What follows belongs to an exercise in optimizing a design on an open flow for small area and a short achievable clock period; a production flow would make more cautious choices. Only simulation tests tie the RTL to the original design; equivalence was not proved.

Design iir_DF1_Biquad, start of the top module:
module iir_DF1_Biquad (
  input clk,
  input rst,
  input signed [15:0] din,
  output signed [15:0] dout
);
  reg [15:0] y, xa, xb;
  reg rst_d;
  wire rst_y;
  reg c0_0;
  reg c1_0;
  reg c0_1;
  reg c1_1;
  reg c0_2;
  reg c1_2;
  reg c0_3;
  reg c1_3;
  reg c0_4;
  reg c1_4;
  reg c0_5;
  reg c1_5;
  reg c0_6;
  reg c1_6;
  reg c0_7;
  reg c1_7;
  reg c0_8;
  reg c1_8;
  reg c0_9;
  reg c1_9;
  reg c0_10;
  reg c1_10;
  reg c0_11;
  reg c1_11;
  reg c0_12;
  reg c1_12;
  reg c0_13;
  reg c1_13;
  reg c0_14;
  reg c1_14;
  reg c0_15;
  reg c1_15;
  reg c0_16;
  reg c1_16;
  reg c0_17;
  reg c1_17;
  reg c0_18;
  reg c1_18;
  reg c0_19;
  reg c1_19;
  reg c0_20;
  reg c1_20;
  reg c0_21;
  reg c1_21;
  reg c0_22;
  reg c1_22;
  reg c0_23;
  reg c1_23;
  reg c0_24;
  reg c1_24;
  reg c0_25;
  reg c1_25;
  reg c0_26;
  reg c1_26;
  reg c0_27;
  reg c1_27;
  reg c0_28;
  reg c1_28;
  reg c0_29;
  reg c1_29;
  wire s1;
  wire c2;
  wire hs3;
  wire hc4;
  wire k5;
  wire s6;
  wire c7;
  wire hs8;
  wire hc9;
  wire k10;
  wire s11;
  wire c12;
  wire hs13;
  wire hc14;
  wire k15;
  wire s16;
  wire c17;
  wire hs18;
  wire hc19;
  ...
export LEC_CHECK = 0
export CAP_MARGIN = 20
export CORE_MARGIN = 2
export CORE_UTILIZATION = 50
export CTS_BUF_LIST = sky130_fd_sc_hd__clkbuf_8
export PLACE_DENSITY = 0.7
export SLEW_MARGIN = 20
export SYNTH_HIERARCHICAL = 1
export SYNTH_MINIMUM_KEEP_SIZE = 0
create_clock -name core_clock -period 11.0 [get_ports {clk}]
standard.sh (not shown) runs the stock make flow with config.mk's settings and CLKGATE_MAP_FILE= SYNTH_SCRIPT=/design/flow/synth_recipe.tcl, a recipe that flattens the netlist after the stock synthesis.
==> flow/flow/run.sh <==
#!/bin/bash
# The standard layout (the standard.sh, standard synthesis unchanged) with a few
# settings changed: clock tree synthesis inserts no dummy loads, the port buffers are
# buf_2 cells instead of the default delay buffers, and timing repair aims for a
# setup slack of 6.8 ns rather than 0.
set -euo pipefail
export CTS_ARGS="-sink_clustering_enable -repair_clock_nets -buf_list {sky130_fd_sc_hd__clkbuf_8 sky130_fd_sc_hd__clkbuf_16} -dont_use_dummy_load"
export BUFFER_PORTS_ARGS="-buffer_cell sky130_fd_sc_hd__buf_2"
export SETUP_SLACK_MARGIN=6.8
bash standard.sh > standard.log 2>&1
The baseline produced a clean layout.
Change:
==> flow/flow/run.sh (replaced) <==
#!/bin/bash
# The standard layout (the standard.sh, standard synthesis unchanged) with a few
# settings changed: clock tree synthesis inserts no dummy loads, the port buffers are
# buf_2 cells instead of the default delay buffers, and timing repair aims for a
# setup slack of 7.0 ns rather than 0.
set -euo pipefail
export CTS_ARGS="-sink_clustering_enable -repair_clock_nets -buf_list {sky130_fd_sc_hd__clkbuf_8 sky130_fd_sc_hd__clkbuf_16} -dont_use_dummy_load"
export BUFFER_PORTS_ARGS="-buffer_cell sky130_fd_sc_hd__buf_2"
export SETUP_SLACK_MARGIN=7.0
bash standard.sh > standard.log 2>&1
--- a/flow/config.mk
+++ b/flow/config.mk
@@ -8,7 +8,7 @@
 export CAP_MARGIN = 20
 export CORE_MARGIN = 2
-export CORE_UTILIZATION = 50
+export CORE_UTILIZATION = 60
 export CTS_BUF_LIST = sky130_fd_sc_hd__clkbuf_8
-export PLACE_DENSITY = 0.7
+export PLACE_DENSITY = 0.8
 export SLEW_MARGIN = 20
 export SYNTH_HIERARCHICAL = 1
Hold slack is better by 0.058 ns.
Sequential share of layout area went down by 0.51 points.
Non-clock buffer count increases by 33.
Global-route usage rises by 5.3 points.
Routed wire length climbs by about a fifth.
Die area came out lower by about a fifth.
Critical path depth rises by 4.
Synthesized cell count stays the same.
Fmax went up slightly.

## static timing again, ports no longer ideal
Ports are ideal in the flow. The routed layouts listed here were re-timed in OpenROAD.
Step 1, drivers: a clkbuf_16 drives clk and a buf_2 each remaining input, both assumed.
Step 2 also shifts input and output timing later by t, the mid clock arrival at the registers, as if the neighbouring blocks saw the same clock.
Three values: ideal, step 1, step 2; two values: the first two.
run	t (ns)	slack for setup (ns)	latest minus earliest clock arrival (ns)
the first run	0.394	6.934 / 6.934 / 6.934	0.025 / 0.025
the second run	0.397	6.973 / 6.973 / 6.897	0.020 / 0.019
After both steps every run listed still meets setup and hold. The setup slack of the second run, which loses most, moves by 0.000 ns with the drivers and by -0.076 ns with both steps.
